Context: an optimization exercise on an open-source flow, tuned for small area. The choices shown serve that exercise and are no tape-out recipe. Only simulation tests tie the RTL to the original design; equivalence was not proved. No activity file was given, so power comes from the tool's default toggle rates.

File: config.mk
export PLATFORM = sky130hd
export DESIGN_NAME = coretest
export DESIGN_NICKNAME = coretest
export VERILOG_FILES = /design/flow/design.v
export SDC_FILE = /design/flow/constraint.sdc
export NUM_CORES = 4
export LEC_CHECK = 0
export CAP_MARGIN = 20
export CORE_MARGIN = 2
export CORE_UTILIZATION = 40
export SLEW_MARGIN = 20
File: standard.sh
#!/bin/bash
# synth_recipe.tcl (not shown) runs the flow's synth.tcl, then flattens the netlist and writes it again
# the make line also repeats each setting of config.mk as NAME=value (left out here)
make -C /OpenROAD-flow-scripts/flow DESIGN_CONFIG=/design/flow/config.mk WORK_HOME=/design/flow/orfs CLKGATE_MAP_FILE= SYNTH_SCRIPT=/design/flow/synth_recipe.tcl "${@:-finish}"
File: constraint.sdc
create_clock -name core_clock -period 5.0 [get_ports {clk}]
set_input_delay 1.0000 -clock core_clock [delete_from_list [all_inputs] [get_ports {clk}]]
set_output_delay 1.0000 -clock core_clock [all_outputs]
set_load 0.01 [all_outputs]
File: design.v
module coretest(
                input wire           clk,
                input wire           reset_n,
                input wire           rx_syn,
                input wire [7 : 0]   rx_data,
                output wire          rx_ack,
                output wire          tx_syn,
                output wire [7 : 0]  tx_data,
                input wire           tx_ack,
                output wire          core_reset_n,
                output wire          core_cs,
                output wire          core_we,
                output wire [15 : 0] core_address,
                output wire [31 : 0] core_write_data,
                input wire  [31 : 0] core_read_data,
                input wire           core_error
               );
  localparam [1 : 0] C_UNK = 2'b00;
  localparam [1 : 0] C_RST = 2'b01;
  localparam [1 : 0] C_RD  = 2'b10;
  localparam [1 : 0] C_WR  = 2'b11;
  localparam [3 : 0] S_IDLE  = 4'd0;
  localparam [3 : 0] S_CMD   = 4'd1;
  localparam [3 : 0] S_PARSE = 4'd2;
  localparam [3 : 0] S_GET   = 4'd3;
  localparam [3 : 0] S_EOC   = 4'd4;
  localparam [3 : 0] S_X0    = 4'd5;
  localparam [3 : 0] S_X1    = 4'd6;
  localparam [3 : 0] S_X2    = 4'd7;
  localparam [3 : 0] S_PRE   = 4'd8;
  localparam [3 : 0] S_SEND0 = 4'd9;
  localparam [3 : 0] S_SEND1 = 4'd10;
  localparam [3 : 0] S_SYN   = 4'd11;
  localparam [3 : 0] S_NOACK = 4'd12;
  localparam [3 : 0] S_NEXT  = 4'd13;
  localparam [3 : 0] S_SENT  = 4'd14;
  localparam [3 : 0] S_DONE  = 4'd15;
  reg           rx_syn_reg;
  reg           tx_ack_reg;
  reg           rx_wr_reg;       
  reg           rx_ack_reg;      
  reg [3 : 0]   rx_ctr_reg;      
  reg [119 : 0] rx_fifo_reg;     
  reg [3 : 0]   st_reg;
  reg [1 : 0]   cls_reg;
  reg           err_reg;
  reg [3 : 0]   ptr_reg;
  reg [15 : 0]  addr_reg;
  reg [31 : 0]  data_reg;
  wire          empty   = (rx_ctr_reg == 4'h0);
  wire          full    = (rx_ctr_reg == 4'hf);
  wire [127 : 0] fifo_ext = {rx_fifo_reg, 8'h00};
  wire [7 : 0]  rx_byte = fifo_ext[{rx_ctr_reg, 3'b000} +: 8];
  wire          get_st  = (st_reg == S_IDLE) || (st_reg == S_CMD) ||
                          (st_reg == S_GET)  || (st_reg == S_EOC);
  wire          get_end = (ptr_reg == 4'h5) || ((ptr_reg == 4'h1) && !cls_reg[0]);
  wire          consume = get_st && !empty;
  wire          access  = (st_reg == S_X1) || (st_reg == S_X2);
  reg  [3 : 0]  len;
  reg  [7 : 0]  type_byte;
  always @*
    begin
      if (cls_reg == C_UNK)
        begin
          len = 4'h3; type_byte = 8'hfe;
        end
      else if (err_reg)
        begin
          len = 4'h3; type_byte = 8'hfd;
        end
      else if (cls_reg == C_RST)
        begin
          len = 4'h2; type_byte = 8'h7d;
        end
      else if (cls_reg == C_RD)
        begin
          len = 4'h8; type_byte = 8'h7f;
        end
      else
        begin
          len = 4'h4; type_byte = 8'h7e;
        end
    end
  wire          last     = (ptr_reg == len);
  wire          tx_shift = (st_reg == S_NEXT) && !last && (ptr_reg[3 : 1] != 3'h0);
  reg  [7 : 0]  tx_byte;
  always @*
    begin
      if (ptr_reg == 4'h0)
        tx_byte = 8'haa;
      else if (ptr_reg == 4'h1)
        tx_byte = type_byte;
      else if (last)
        tx_byte = 8'h55;
      else if (err_reg && (cls_reg != C_UNK))
        tx_byte = {3'b000, cls_reg[1], 3'b000, cls_reg[0]};
      else
        tx_byte = addr_reg[15 : 8];
    end
  assign rx_ack          = rx_ack_reg;
  assign tx_syn          = (st_reg == S_SYN);
  assign tx_data         = tx_byte;
  assign core_reset_n    = !(access && (cls_reg == C_RST)) & reset_n;
  assign core_cs         = access && cls_reg[1];
  assign core_we         = access && (cls_reg == C_WR);
  assign core_address    = addr_reg;
  assign core_write_data = data_reg;
  always @ (posedge clk or negedge reset_n)
    begin : ctrl_update
      if (!reset_n)
        begin
          rx_syn_reg <= 1'b0;
          rx_wr_reg  <= 1'b0;
          rx_ack_reg <= 1'b0;
          rx_ctr_reg <= 4'h0;
          st_reg     <= S_IDLE;
          ptr_reg    <= 4'h0;
        end
      else
        begin
          rx_syn_reg <= rx_syn;
          rx_wr_reg  <= !rx_wr_reg && !rx_ack_reg && rx_syn_reg && !full;
          rx_ack_reg <= rx_wr_reg || (rx_ack_reg && rx_syn_reg);
          if (rx_wr_reg && !consume)
            rx_ctr_reg <= rx_ctr_reg + 1'b1;
          else if (consume && !rx_wr_reg)
            rx_ctr_reg <= rx_ctr_reg - 1'b1;
          if (((st_reg == S_NEXT) && !last) ||
              ((st_reg == S_GET) && !empty && !get_end))
            ptr_reg <= ptr_reg + 1'b1;
          else if ((st_reg == S_DONE) || ((st_reg == S_GET) && !empty))
            ptr_reg <= 4'h0;
          case (st_reg)
            S_IDLE:  if (!empty && (rx_byte == 8'h55)) st_reg <= S_CMD;
            S_CMD:   if (!empty) st_reg <= S_PARSE;
            S_PARSE: st_reg <= (cls_reg == C_UNK) ? S_PRE :
                               (cls_reg == C_RST) ? S_EOC : S_GET;
            S_GET:   if (!empty && get_end) st_reg <= S_EOC;
            S_EOC:   if (!empty) st_reg <= (rx_byte == 8'haa) ? S_X0 : S_PRE;
            S_X0:    st_reg <= S_X1;
            S_X1:    st_reg <= S_X2;
            S_X2:    st_reg <= S_SEND0;
            S_PRE:   st_reg <= S_SEND0;
            S_SEND0: st_reg <= S_SEND1;
            S_SEND1: st_reg <= S_SYN;
            S_SYN:   if (tx_ack_reg) st_reg <= S_NOACK;
            S_NOACK: if (!tx_ack_reg) st_reg <= S_NEXT;
            S_NEXT:  st_reg <= last ? S_SENT : S_SYN;
            S_SENT:  st_reg <= S_DONE;
            default: st_reg <= S_IDLE;
          endcase
        end
    end
  always @ (posedge clk)
    begin : data_update
      tx_ack_reg <= tx_ack;
      if (rx_wr_reg)
        rx_fifo_reg <= {rx_fifo_reg[111 : 0], rx_data};
      if ((st_reg == S_CMD) && !empty)
        begin
          if ((rx_byte[7 : 5] == 3'h0) && (rx_byte[3 : 1] == 3'h0) &&
              (rx_byte[4] || rx_byte[0]))
            cls_reg <= {rx_byte[4], rx_byte[0]};
          else
            cls_reg <= C_UNK;
        end
      if ((st_reg == S_EOC) && !empty)
        err_reg <= (rx_byte != 8'haa);
      else if ((st_reg == S_X1) && cls_reg[1])
        err_reg <= core_error;
      if ((((st_reg == S_CMD) || ((st_reg == S_GET) && (ptr_reg[3 : 1] == 3'h0))) && !empty) ||
          (st_reg == S_PARSE))
        addr_reg <= {addr_reg[7 : 0], rx_byte};
      else if (tx_shift)
        addr_reg <= {addr_reg[7 : 0], data_reg[31 : 24]};
      if (((st_reg == S_GET) && (ptr_reg[3 : 1] != 3'h0) && !empty) || tx_shift)
        data_reg <= {data_reg[23 : 0], rx_byte};
      else if ((st_reg == S_X1) && (cls_reg == C_RD))
        data_reg <= core_read_data;
    end
endmodule  
File: flow/run.sh
#!/bin/bash
# Standard ORFS layout (the standard.sh: unchanged synthesis, floorplan,
# power grid and tap cells), with two changes to how the layout is built:
#  - port buffers use the smallest buffer cell (every port still gets one);
#  - clock tree synthesis uses clkbuf_8 buffers and no dummy loads.
# The make output goes to standard_flow.log; ORFS keeps each step's log
# under orfs/logs.
set -euo pipefail
bash standard.sh \
  "BUFFER_PORTS_ARGS=-buffer_cell sky130_fd_sc_hd__buf_1" \
  "CTS_ARGS=-sink_clustering_enable -repair_clock_nets -dont_use_dummy_load -buf_list sky130_fd_sc_hd__clkbuf_8" \
  finish > standard_flow.log 2>&1
==> metrics list, run 1 <==
- Max-slew violation count: 0
- Final Core Density: a little under half
- Clock Skew: 22.0 ps
* Final Hold Vio Count: 0
- Counting the buffers created by CTS gives 17.
* Residual overflow from global routing: 0
* Area of the die: 0.0217 sq mm
- CTS built an H-tree with a depth of 4.
* Proportion of register bits with asynchronous set or reset after synthesis: 8.02%
- After detailed routing, the average wire length per cell comes to around 19 microns.
- After synthesis the cells add up to 0.00822 sq mm.
* Final std cell area, no fill: 0.00910 sq mm
* Share of the cycle needed by the critical path after routing: 83.1%
- HPWL after DPL: about 11 mm
- Arrival time worst endpoint: ~3200 ps
- Grouping stages by cell kind, the critical path spends the most delay in compound AO/OA/AOI/OAI gates.
- Measured along the x axis, the die boundary spans 147 microns.
* Max IR drop VDD: 346 uV
- MaxCap Viol Count: 0
* Capture endpoint of the worst hold path: rx_fifo_reg[101]
* Adder-cell share of the synthesized area: 2.22%
- Number of buffers between clock root and the deepest sink: 2
- Summing all placed instances gives a cell area of 0.00887 sq mm.
- Worst EP required: 4000 ps
- Floorplan row count: 52
* Part of the Yosys area used for sequential elements: 67.3%
- Aggregate negative setup slack: 0 ps
- In the routed design, unresolved DRC markers number 0.
- Share of the synthesized netlist area taken by xor and xnor gates: less than 1%
- Top FF cell, synth: sky130_fd_sc_hd__edfxtp_1
- Global routing consumed, over all layers together, 15.7% of the routing resources.
* PwrDens: a little over 600 mW/mm^2
- Largest area contributor in the netlist: sky130_fd_sc_hd__edfxtp_1
- The most common cell in the synthesized netlist is sky130_fd_sc_hd__edfxtp_1.
- The worst hold path was traced through 0 stages.
- Cell with the largest stage delay on the worst path: sky130_fd_sc_hd__a2111oi_2
* Mean area per synthesized cell: 16.2 sq um
- Compound-Gate Fraction of Synth Area: 7.42%
- For this design the top-level I/O count stands at 106.
- Counting both buffers and inverters, the worst setup path holds a total of 2.
- The floorplan step defined a core boundary enclosing 0.0202 sq mm.
- R2R depth: 10
- Setup repair after global routing left no endpoint under its margin.
* Via count of the first global-routing pass: 4962
- Setup violations remaining at the end of the flow were counted as 0.
- TritonCTS built the clock tree.
- Synthesis instantiated 64 different standard cells from the library.
- Resized cells post-CTS: 0
* Detail Route Antenna Nets: 0
- Of the total synthesized cell area, the portion taken by AND, OR, NAND and NOR gates is 5.97%.
- At the end of the flow, the number of nets in the layout was approximately 680.
- For flop-to-flop paths, the worst setup slack is 1520 ps.
* CP endpoint kind: output pin
- After layout, the minimum clock period comes to approximately 4200 ps.
* Placer congestion estimate: 0.828
* Total length of routed wires: 16.4 mm
- By area, the combinational part of the netlist is dominated by multiplexers.
* Worst stage delay on the critical path: 660 ps
- Once the floorplan was initialized, standard cells occupied 40.7% of the core.
- Total number of vias: 4705
- In this run the vertical extent of the chip is 147 microns.
- Post-synthesis net count: around 570
- The flow ran to the end and the layout has no timing, DRC or antenna violations.
- Hold repair after CTS inserted 0 buffers.
- Crit-path cells: inv_1 > ha_1 > nand2b_1 > o21a_1 > a2111oi_2 > nor2_1 > a221oi_1 > buf_1
- Static Leak: 3.04 nW
- Post-synth top area share: 62.5%
- At the pin with the least slew margin, the transition time is 1080 ps.
- Drt first pass iters: 5
* Pin count of the biggest net entering global routing: 65
* Wire length of the first global-routing pass: ~27 mm
* Layout overhead on the synthesized area: 10.8%
- The later pin in the worst-skew pair is clocked with a latency of 460 ps.
- In this run the critical register-to-register path is launched from cls_reg[1].
- Via count normalized by instance count: about 5.3
* Number of flip-flops under the largest register name: between 100 and 150
- Largest fanout of any net on the critical path: 9
* Worst rel slew slack: 28.2%
- The worst setup path is launched from a flip-flop.
- Type of the most critical hold path: flip-flop to flip-flop
- Number of synthesis warnings: 1
- Buffers added to address setup during post-CTS repair amount to 0.
* Cells taking the most area after synthesis: sky130_fd_sc_hd__edfxtp_1 63%, sky130_fd_sc_hd__mux2_2 6.2%, sky130_fd_sc_hd__mux4_2 4.9%
- Type of the worst setup path: flip-flop to output pin
- The initial antenna violation count came to 0.
- Root Buffer: sky130_fd_sc_hd__clkbuf_8
* Post-synthesis cell count: roughly 500
- Counting every sink on the clock net gives 187.
- Mux share of post-synthesis cell area: 13.7%
- In this run, synthesis produced a sequential element count of 187.
* DR iter-0 viols: 410
- The number of antenna diodes in the final layout is 0.
- After clock tree synthesis, the clock-pin slew on the worst setup and hold paths is approximately 80 ps.
- Buffers placed on the I/O ports in this run total 105.
- List of most frequent post-synthesis cells: 171 x sky130_fd_sc_hd__edfxtp_1, 45 x sky130_fd_sc_hd__mux2_2, 24 x sky130_fd_sc_hd__nor2_1, 22 x sky130_fd_sc_hd__nand2_1
- Share of layout cells above drive strength 1: 16.4%
* Terminus of the critical flop-to-flop path: data_reg[14]
* FMAX: roughly 0.24 GHz
* Number of synthesized flops with an enable pin: 171
- Worst Hold Launch: rx_fifo_reg[93]
[cells by family after synthesis]
kind of cell | Yosys count
AOI/OAI and AO/OA | 87
adders and majority gates | 14
xor gates and xnor gates | 7
DFF | 187
buffers and inverters | 38
and+or+nand+nor | 95
muxes | 79
[worst max-delay path by stage]
stage | start | endpoint | slack, ps | depth (start not counted)
3_5_place_dp | cls_reg[1] | tx_data[0] | 1380 | 8
4_1_cts | cls_reg[1] | tx_data[0] | 870 | 8
6_report | cls_reg[1] | tx_data[0] | 850 | 8
5_1_grt | cls_reg[1] | tx_data[0] | 640 | 8
2_1_floorplan | rx_wr_reg | rx_ctr_reg[3] | 600 | 8
3_3_place_gp | cls_reg[1] | tx_data[0] | 1510 | 8
[stage by stage]
stage               cells  setup slack, ps  power (mW)  hold WS (ps)
floorplan             507              599        4.18           417
global placement      867             1510        4.74           421
detailed placement    867             1380        4.80           429
CTS                   884              869        5.58           433
global route          884              642        5.88           440
finish                884              847        5.51           435
[metal layers]
layer / wire length (microns) / GRT usage [%]
met5: 0 / 0
met4: 302 / 5.72
met3: 712 / 3.82
met2: 7980 / 24.9
met1: 7430 / 21.3
[placed cells by master (no fill, tap or decap), types with 5 or more instances in the layout]
cell,count
sky130_fd_sc_hd__a221oi_1,8
sky130_fd_sc_hd__o31ai_1,5
sky130_fd_sc_hd__nand2_1,22
sky130_fd_sc_hd__nor2_1,24
sky130_fd_sc_hd__mux2i_1,12
sky130_fd_sc_hd__clkbuf_8,17
sky130_fd_sc_hd__a21oi_1,14
sky130_fd_sc_hd__edfxtp_1,171
sky130_fd_sc_hd__inv_1,12
sky130_fd_sc_hd__buf_1,105
sky130_fd_sc_hd__mux4_2,18
sky130_fd_sc_hd__nor2b_1,10
sky130_fd_sc_hd__nand2b_1,6
sky130_fd_sc_hd__xnor2_1,6
sky130_fd_sc_hd__mux2_2,45
sky130_fd_sc_hd__buf_4,10
sky130_fd_sc_hd__dfrtp_1,12
sky130_fd_sc_hd__nand3_1,5
sky130_fd_sc_hd__ha_1,13
sky130_fd_sc_hd__o21ai_0,17
[power by group]
| group | internal [mW] | switching (mW) | total, mW |
|---|---|---|---|
| clock | 0.301 | 0.454 | 0.756 |
| combinational | 0.866 | 1.12 | 1.99 |
| sequential | 2.32 | 0.450 | 2.77 |
[worst register-to-register path, delay by kind of cell, from the launching register on]
family | cells | cell delay [ps]
adders and majority gates | 1 | 250
and+or+nand+nor | 2 | 480
DFF | 1 | 550
buffers and inverters | 3 | 720
AOI/OAI and AO/OA | 4 | 1170
[layout make-up]
class	instances	area (sq um)
fill	1804	11100
sequential	187	5540
multi-input combinational	282	2480
timing repair buffer	115	469
tap	270	338
clock buffer	17	234
inverter	13	48.8
==> inputs of run 2 (changes only) <==
--- a/design.v
+++ b/design.v
@@ -49,8 +49,14 @@
   reg [31 : 0]  data_reg;
   wire          empty   = (rx_ctr_reg == 4'h0);
   wire          full    = (rx_ctr_reg == 4'hf);
-  wire [127 : 0] fifo_ext = {rx_fifo_reg, 8'h00};
-  wire [7 : 0]  rx_byte = fifo_ext[{rx_ctr_reg, 3'b000} +: 8];
+  reg  [7 : 0]  rx_byte;
+  integer       ri;
+  always @*
+    begin : rx_read
+      rx_byte = 8'h00;
+      for (ri = 1 ; ri < 16 ; ri = ri + 1)
+        rx_byte = rx_byte | (rx_fifo_reg[8 * ri - 1 -: 8] & {8{rx_ctr_reg == ri}});
+    end
   wire          get_st  = (st_reg == S_IDLE) || (st_reg == S_CMD) ||
                           (st_reg == S_GET)  || (st_reg == S_EOC);
   wire          get_end = (ptr_reg == 4'h5) || ((ptr_reg == 4'h1) && !cls_reg[0]);
==> flow/run.sh (replaced) <==
#!/bin/bash
# Layout with the standard.sh (ORFS: floorplan, power grid, tap cells,
# placement, CTS, routing as standard), changed in how the cells are made:
#  - synthesis: the standard synthesis script, but ABC maps for area
#    (flow/area.abc) and Yosys maps no half/full adder cells, so ABC
#    optimises that logic too; the registers are the same as the standard
#    synthesis's;
#  - port buffers use the smallest buffer cell (every port still gets one);
#  - clock tree synthesis uses clkbuf_8 and no dummy loads;
#  - power recovery downsizes cells on paths with positive slack.
# make's output goes to standard_flow.log; ORFS keeps each step's log
# under orfs/logs.
set -euo pipefail
here=$(pwd)
export MY_ABC_SCRIPT="$here/flow/area.abc"
bash standard.sh \
  "SYNTH_SCRIPT=$here/flow/synth_area.tcl" \
  "ADDER_MAP_FILE=" \
  "RECOVER_POWER=100" \
  "BUFFER_PORTS_ARGS=-buffer_cell sky130_fd_sc_hd__buf_1" \
  "CTS_ARGS=-sink_clustering_enable -repair_clock_nets -dont_use_dummy_load -buf_list sky130_fd_sc_hd__clkbuf_8" \
  finish > standard_flow.log 2>&1
==> flow/area.abc (new file) <==
&get -n
&st
&dch
&nf -R 1000 -p -F 8 -A 4 -a
&put
topo
dnsize -c
==> flow/synth_area.tcl (new file) <==
# synth_recipe.tcl (the standard synthesis: synth without the fsm and share
# passes, ORFS's synth.tcl, then flatten and rename), except that ABC maps
# the combinational logic with the area-oriented script named by
# MY_ABC_SCRIPT instead of ORFS's speed script. Registers are mapped by
# dfflibmap before ABC runs, so they are the standard synthesis's.
proc synth {args} { yosys synth -nofsm -noshare {*}$args }
proc _abc_override {name1 name2 op} {
  upvar #0 abc_args a
  set i [lsearch -exact $a -script]
  if {$i >= 0} { lset a [expr {$i + 1}] $::env(MY_ABC_SCRIPT) }
}
trace add variable ::abc_args write _abc_override
source $::env(SCRIPTS_DIR)/synth.tcl
# left out here: clear keep_hierarchy, flatten, clean up, hide names made inside functions, write 1_2_yosys.v
==> metrics list, run 2 <==
- Run status: complete, but fails checks
- The violated checks flagged are capacitance limit, slew limit.
- The post-DP HPWL came to 11.7 mm (+6.0%).
- In this run the critical register-to-register path is launched from cls_reg[1].
- The final design area excluding fillers came to 0.00835 sq mm (-8.3%).
- In this run the most critical hold path is launched from rx_fifo_reg[81].
- The peak clock frequency supported by timing was 0.244 GHz (+1.4%).
- The transition time at the pin with the least slew margin came to 1890 ps (+808 ps).
- The first-pass iteration count of the detailed router came to 21 (+16).
- The clock buffer count from CTS was 17 (unchanged).
- The max-slew headroom at the worst pin was -25.7% (-54 points).
- The H-tree depth reported by CTS was 4 (unchanged).
- Type of the worst setup path: flip-flop to flip-flop
- The cell area after technology mapping is 0.00741 sq mm (-9.8%).
- The fraction of synthesized area in multiplexers is 3.80% (-9.9 points).
* Post-route setup slack: 903 ps (+56.0 ps)
* Mean area per synthesized cell: 15.1 sq um (-7.1%)
* Floorplan row count: 49 (-5.8%)
- Post-synth top area share: 69.3% (+6.8 points)
- The total cell area at the placement stage came to 0.00813 sq mm (-8.3%).
* Final Core Density: 46.1% (+1.0 points)
* Core area: 0.0181 sq mm (-10%)
* Most frequent standard cell in the layout excluding fill and tap cells: sky130_fd_sc_hd__edfxtp_1
- Static Leak: 2.69 nW (-11%)
* Layout overhead on the synthesized area: 12.6%
- The number of maximum-capacitance constraint violations is 2 (+2).
* Final antenna diode count: 0 (unchanged)
- CP endpoint kind: flip-flop
- Root Buffer: sky130_fd_sc_hd__clkbuf_8
- Share of the synthesized netlist area taken by xor and xnor gates: 0.591% (-0.16 points)
* Detail Route Antenna Nets: 0 (unchanged)
- In this run the worst hold path is classified as flip-flop to flip-flop.
* Via count of the first global-routing pass: 4631 (-6.7%)
- Adder-cell share of the synthesized area: 0% (-2.2 points)
- Post-detailed-route DRC marker count: 0 (unchanged)
- The data required time of the critical path is 5010 ps (+1010 ps).
- The die extent in y came to 140 microns (-4.9%).
* Aggregate negative setup slack: 0 ps (unchanged)
- Residual overflow from global routing: 0 (unchanged)
* Critical path startpoint category: flip-flop
* Top cell family by delay on the critical path: compound AO/OA/AOI/OAI gates
- Post-synthesis cell count: 492 (-3.0%)
- Share of synthesized cell area in and, or, nand and nor gates: 9.22% (+3.3 points)
* Largest fanout of any net on the critical path: 41 (+32)
* Clk slew on worst S/H paths: 100 ps (+20 ps)
* Setup-violating endpoint count in the final report: 0 (unchanged)
- Setup repair after global routing left no endpoint under its margin.
- The per-cell via count in the routed design came to 5.73 (+7.7%).
- Post-synthesis net count: 537 (-5.1%)
* Pre-CTS WS: 1160 ps (-219 ps)
* Compound-Gate Fraction of Synth Area: 11.5% (+4.1 points)
* Wire length of the first global-routing pass: 26.6 mm (-0.16%)
* Final Hold Vio Count: 0 (unchanged)
* Initial antenna violation count: 0 (unchanged)
- The I/O pin total came to 106 (unchanged).
- Total length of routed wires: 17.1 mm (+4.4%)
* Number of distinct library cell variants in the gate-level netlist after synthesis: 37 (-42%)
* Post-CTS Repair Setup Buffers: 0 (unchanged)
- Commonest cells after routing, fill and taps aside: 171 x sky130_fd_sc_hd__edfxtp_1, 105 x sky130_fd_sc_hd__buf_1, 46 x sky130_fd_sc_hd__a22oi_1
- Number of port buffers: 105 (unchanged)
* Number of buffers between clock root and the deepest sink: 2 (unchanged)
- The area enclosed by the die boundary came to 0.0196 sq mm (-9.6%).
- The buffering stage count on the worst path with inverters included was 2 (unchanged).
* Final nets: 666 (-1.3%)
* All-Layer GR Usage: 17.7% (+1.9 points)
- The number of warning messages in the yosys log is 1 (unchanged).
* Share of layout cells above drive strength 1: 3.23% (-13 points)
- Largest area contributor in the netlist: sky130_fd_sc_hd__edfxtp_1
* PwrDens: 584 mW/mm^2 (-3.5%)
* Resized cells post-CTS: 0 (unchanged)
- Max IR drop VDD: 220 uV (-36%)
* Number of flip-flops and latches in the synthesized netlist: 187 (unchanged)
- Placer congestion estimate: 0.852 (+2.9%)
- The number of clock sinks came to 187 (unchanged).
* Number of synthesized flops with an enable pin: 171 (unchanged)
- TritonCTS built the clock tree.
* Cell with the largest stage delay on the worst path: sky130_fd_sc_hd__o21ai_0
- Count leader, synth: sky130_fd_sc_hd__edfxtp_1
* Critical Path Source: cls_reg[1]
* Avg WL per Cell: 20.2 microns (+8.8%)
- The max-slew violation count is 127 (+127).
- Clock Skew: 35.3 ps (+13.4 ps)
* Crit-path cells: o21ai_0 > a22oi_1 > a21oi_1 > nand3_1 > nand2b_1 > nand2_1 > nand2_1 > clkbuf_2 > o21ai_0 > clkbuf_2
- List of most frequent post-synthesis cells: 171 x sky130_fd_sc_hd__edfxtp_1, 46 x sky130_fd_sc_hd__a22oi_1, 41 x sky130_fd_sc_hd__nand2_1, 38 x sky130_fd_sc_hd__nor2_1, 27 x sky130_fd_sc_hd__o21ai_0
* Fin crit period: 4100 ps (-56.0 ps)
- Top FF cell, synth: sky130_fd_sc_hd__edfxtp_1
- After synthesis, the cell types taking the most area are sky130_fd_sc_hd__edfxtp_1 69%, sky130_fd_sc_hd__dfrtp_1 5.1%, sky130_fd_sc_hd__a22oi_1 4.7%.
- Die outline width: 140 microns (-4.9%)
- The detailed-route via count was 4859 (+3.3%).
- The sequential area share after synthesis was 74.6% (+7.3 points).
- DR iter-0 viols: 544 (+33%)
- Pin count of the biggest net entering global routing: 76 (+17%)
- The proportion of register bits with asynchronous set or reset after synthesis is 8.02% (unchanged).
- The share of the clock period used by the worst path after layout is 81.9% (-1.1 points).
- Cts-stage hold buffer count: 0 (unchanged)
* Clock Latency Late Sink: 460 ps (about the same)
* Arrival time worst endpoint: 4110 ps (+960 ps)
- Initial standard-cell utilization of the core: 41.0% (+0.23 points)
* Number of flip-flops under the largest register name: 120 (unchanged)
* Worst stage delay on the critical path: 790 ps (+130 ps)
- Combinational family with the most area after synthesis: compound AO/OA/AOI/OAI gates
[run 2: changes by cell type in the layout (fill, tap and decap cells not counted), sizes merged, moves of 14 or more]
cell   change
a22oi     +42
mux2      -21
mux4      -21
nand2     +18
nand3     +18
nor2      +14
[run 2: metrics by stage]
stage          std cells  power, mW  hold WS, ps
2_1_floorplan        492       3.55          425
3_3_place_gp         831       4.11          430
6_report             848       4.88          443
5_1_grt              848       5.18          443
4_1_cts              848       4.90          445
3_5_place_dp         831       4.16          432
[run 2: per-layer routing]
layer  part of all wire [%]  track usage [%]  up-vias
met4                    2.1             6.11        0
met1                     44             25.1     2415
met2                     48             27.7      190
met5                      0                0        -
li1                       -                -     2222
met3                    5.4             3.25       32
[run 2: layout make-up]
type | count | area, sq um
Inverter | 5 | 18.8
Clock buffer | 17 | 234
Multi-Input combinational cell | 300 | 1860
Sequential cell | 187 | 5530
Fill cell | 1599 | 9740
Tap cell | 229 | 287
Timing Repair Buffer | 110 | 417
[run 2: kinds of logic after synthesis]
group,Yosys count
buffers and inverters,5
multiplexers,25
AO/OA/AOI/OAI,124
flip-flops,187
XOR/XNOR,5
AND/OR/NAND/NOR,146
[run 2: worst paths after layout]
kind / to / slack, ps / cells after the start
min in group asynchronous: ptr_reg[2] / 770 / 2
max in group asynchronous: st_reg[2] / 3580 / 2
worst min-delay path: rx_fifo_reg[89] / 440 / 0
worst max-delay path: data_reg[26] / 900 / 10
worst max register to register: data_reg[26] / 900 / 10
worst min register to register: rx_fifo_reg[89] / 440 / 0
[run 2: report_power, final]
part / internal [mW] / switching, mW / leakage, nW / total [mW]
sequential: 2.29 / 0.323 / 1.78 / 2.61
clock: 0.301 / 0.450 / 0.122 / 0.751
combinational: 0.469 / 1.05 / 0.789 / 1.52

-- separate check: timing with driven ports --
The flow's constraints put no driver on any port. The routed layouts listed below were extracted and timed again, unchanged, in two steps.
Step 1 assumes that a clkbuf_16 drives the clock port and a buf_2 every other input.
Step 2 adds t to the input delays and takes it off the output delays; t is the mean of the earliest and latest rising clock arrival at the registers after step 1. Input paths then give back, and output paths get back, about the clock's delay inside the block.
Slacks: no drivers / after step 1 / after step 2; pairs: no drivers / after step 1.
run | shift t [ns] | slack for setup (ns) | hold slack, ns | worst slew at a driven data input, ns | cell pins on the clock port's net
run 1 | 0.482 | 0.847 / 0.810 / 1.292 | 0.435 / 0.435 / 0.435 | 0.05 | 1
run 2 | 0.480 | 0.903 / 0.878 / 0.903 | 0.443 / 0.443 / 0.443 | 0.05 | 1
